What follows belongs to an exercise in optimizing a design on an open flow for small area, a short achievable clock period and few clock cycles per item; a production flow would make more cautious choices. In this exercise RTL edits were held to simulation tests only and were not proved equivalent to the original.

== green ==
==> flow/design.v <==
module divider #(MANT_BITS=23, EXP_BITS=8)(
	input wire clk,
	input wire reset_n,
	input wire input_valid,
	input logic [EXP_BITS+MANT_BITS:0] in_a,
	input logic [EXP_BITS+MANT_BITS:0] in_b,
	output logic [EXP_BITS+MANT_BITS:0] data_out,
	output logic output_valid
);
localparam int K  = 8;
localparam int NC = 24 / K;
localparam logic [2:0] S_IDLE = 3'd0, S_FAST = 3'd1, S_DONE = 3'd2, S_CLR = 3'd3,
                       S_SPC  = 3'd4, S_DIV  = 3'd5, S_QCLR = 3'd6;
logic [2:0]  st, st_n;
logic [1:0]  fc;                  
logic [24:0] R, R_n;              
logic [23:0] B;                   
logic [23:0] Q, Q_n;              
logic signed [9:0] X, X_n;        
logic [7:0]  ea_r, eb_r;
logic        s_r;
always_ff @(posedge clk) begin
	ea_r <= in_a[30:23];
	eb_r <= in_b[30:23];
	s_r  <= in_a[31] ^ in_b[31];
	B    <= {|in_b[30:23], in_b[22:0]};
end
wire [24:0] a_in = {1'b0, |in_a[30:23], in_a[22:0]};
logic [24:0] r [0:K];
logic [K-1:0] q;                  
always_comb begin
	r[0] = R;
	for (int i = 0; i < K; i++) begin
		logic [25:0] d;
		d = {1'b0, r[i]} - {2'b0, (i == 0) ? B : {1'b1, B[22:0]}};
		q[K-1-i] = ~d[25];
		r[i+1] = d[25] ? {r[i][23:0], 1'b0} : {d[23:0], 1'b0};
	end
end
wire [7:0] eap = (ea_r == 8'd0) ? 8'd1 : ea_r;
wire [7:0] ebp = (eb_r == 8'd0) ? 8'd1 : eb_r;
wire signed [9:0] ea_s = {2'b0, eap};
wire signed [9:0] eb_s = {2'b0, ebp};
wire signed [9:0] Ef = ea_s - eb_s + 10'sd127;
wire a_max = &ea_r;
wire b_max = &eb_r;
wire a_min = ~|ea_r;
wire b_min = ~|eb_r;
wire a_zero = a_min && (Q[22:0] == 23'd0);       
wire b_zero = b_min && (B == 24'd0);
wire inf_sp  = a_max || (!b_max && b_zero);
wire zero_sp = b_max || a_zero;
wire q_zero = (Q == 24'd0);
wire last   = (fc == 2'(NC-1));
wire q23    = Q[K*(NC-1)-1];
wire signed [9:0] Xfast = Ef - {9'd0, ~q23};
wire fast_ok = !a_max && !b_max && !a_min && !b_min && (Xfast[9:8] == 2'b00)
               && (Xfast[7:0] != 8'd0) && (Xfast[7:0] != 8'd255);
wire signed [9:0] Dx = X - Ef;
wire zf    = (Dx <= 10'sd0);      
wire feed  = (Dx >= 10'sd25);     
wire valid = (Dx <= 10'sd25);     
wire signed [9:0] Xm1 = X - 10'sd1;
wire start = input_valid && (st == S_IDLE || st == S_DONE);
always_comb begin
	st_n = st;
	R_n  = a_in;
	Q_n  = {Q[22:0], 1'b0};
	X_n  = Xfast;
	case (st)
		S_IDLE, S_DONE: begin
			st_n = start ? S_FAST : S_IDLE;
		end
		S_FAST: begin
			R_n = r[K];
			if (last && !q23) Q_n = {Q[22-K:0], q, 1'b0};
			else              Q_n = {Q[23-K:0], q};
			if (last) begin
				st_n = fast_ok ? S_DONE : S_CLR;
			end
		end
		S_CLR: begin
			R_n  = 25'd0;
			Q_n  = a_in[23:0];
			X_n  = Ef + 10'sd48;
			st_n = S_SPC;
		end
		S_SPC: begin
			R_n = 25'd0;
			Q_n = a_in[23:0];
			X_n = Ef + 10'sd48;
			if (inf_sp) begin
				X_n = 10'sd255; st_n = S_QCLR;
			end else if (zero_sp) begin
				X_n = 10'sd0; st_n = S_QCLR;
			end else
				st_n = S_DIV;
		end
		S_DIV: begin
			R_n = {r[1][24:1], feed & Q[23]};
			Q_n = {Q[22:0], q[K-1] & ~zf};
			X_n = Xm1;
			if (valid && Q[22]) begin
				if (Xm1 >= 10'sd256 || (Xm1 == 10'sd255 && Xm1 <= Ef)) begin
					X_n = 10'sd255; st_n = S_QCLR;
				end else st_n = S_DONE;
			end else if (X <= 10'sd2) begin
				X_n = 10'sd0; st_n = valid ? S_DONE : S_QCLR;
			end else if (zf && q_zero) begin
				X_n = 10'sd0; st_n = S_DONE;
			end
		end
		S_QCLR: begin
			X_n = X[0] ? 10'sd255 : 10'sd0;
			if (q_zero) st_n = S_DONE;
		end
		default: st_n = S_IDLE;
	endcase
end
always_ff @(posedge clk, negedge reset_n) begin
	if (!reset_n) begin
		st <= S_IDLE;
		output_valid <= 1'b0;
	end else begin
		st <= st_n;
		output_valid <= (st_n == S_DONE);
	end
end
always_ff @(posedge clk) begin
	fc <= (st == S_FAST) ? fc + 2'd1 : 2'd0;
	R <= R_n;
	Q <= Q_n;
	X <= X_n;
end
assign data_out = {s_r, X[7:0], Q[22:0]};
endmodule
clock: 160.0 ns
lec_check: 0
cap_margin: 20
core_margin: 2
core_utilization: 60
slew_margin: 20
standard.sh (not shown) runs the stock make flow with config.mk's settings and CLKGATE_MAP_FILE= SYNTH_SCRIPT=/design/flow/synth_recipe.tcl, a recipe that flattens the netlist after the stock synthesis.
==> flow/flow/run.sh <==
#!/bin/bash
cp standard.sh standard_sh.log
export BUFFER_PORTS_ARGS="-buffer_cell sky130_fd_sc_hd__buf_1"
bash standard.sh > standard.log 2>&1
Testbench counts of green, summed over its fixed seeds: cycles 12,800, items 3,200.
Relative to green, the following input files were edited for orange:
--- a/flow/design.v
+++ b/flow/design.v
@@ -33,5 +33,5 @@
 	for (int i = 0; i < K; i++) begin
 		logic [25:0] d;
-		d = {1'b0, r[i]} - {2'b0, (i == 0) ? B : {1'b1, B[22:0]}};
+		d = {1'b0, r[i]} - {2'b0, B};
 		q[K-1-i] = ~d[25];
 		r[i+1] = d[25] ? {r[i][23:0], 1'b0} : {d[23:0], 1'b0};
@@ -67,5 +67,5 @@
 	R_n  = a_in;
 	Q_n  = {Q[22:0], 1'b0};
-	X_n  = Xfast;
+	X_n  = X;
 	case (st)
 		S_IDLE, S_DONE: begin
@@ -78,4 +78,5 @@
 			if (last) begin
 				st_n = fast_ok ? S_DONE : S_CLR;
+				X_n  = Xfast;
 			end
 		end
@@ -89,5 +90,4 @@
 			R_n = 25'd0;
 			Q_n = a_in[23:0];
-			X_n = Ef + 10'sd48;
 			if (inf_sp) begin
 				X_n = 10'sd255; st_n = S_QCLR;
@@ -112,5 +112,4 @@
 		end
 		S_QCLR: begin
-			X_n = X[0] ? 10'sd255 : 10'sd0;
 			if (q_zero) st_n = S_DONE;
 		end
--- outcome ---
Re total overflow reported by the global router: no difference whatsoever between orange and green. In orange the worst hold slack turned out 0.035 ns higher than in green. | number of diodes added for antenna fixing | orange vs green | 1 higher |. [compare] base=green new=orange: wire length on met2 now sits higher; design area grew by 460 um^2. orange has less setup slack than green. orange vs green: count of different cell masters after synthesis down by a little under 10%. Relative area change from synthesis to final layout was higher in the run labelled orange. orange vs. green: clock-buffer cell count dropped 1, share of synthesized area occupied by flip-flops and latches grew by 0.21 points, routed wire length up 3.2 mm, count of non-filler cells in the finished layout now sits higher.
Testbench counts of orange, summed over its fixed seeds: cycles 12,800, items 3,200.

## what the ideal ports hide
Ports are ideal in the flow. The routed layouts listed here were re-timed in OpenROAD.
Step 1: set_driving_cell puts a clkbuf_16 on clk and a buf_2 on each other input, an assumption about the parent block.
Step 2 also shifts input and output timing later by t, the mid clock arrival at the registers, as if the neighbouring blocks saw the same clock.
Three values: ideal ports, drivers, drivers and shift; two values: the first two.
run	t, ns	setup slack, ns	worst setup path at the end	slew at the worst register clock pin (ns)
green	0.431	126.935 / 126.880 / 126.914	input to register	0.10 / 0.10
orange	0.416	126.899 / 126.850 / 126.663	input to register	0.09 / 0.09
After both steps setup and hold are still met in every run listed. For orange, which loses most, drivers alone change the setup slack by -0.049 ns; drivers and shift together by -0.236 ns.
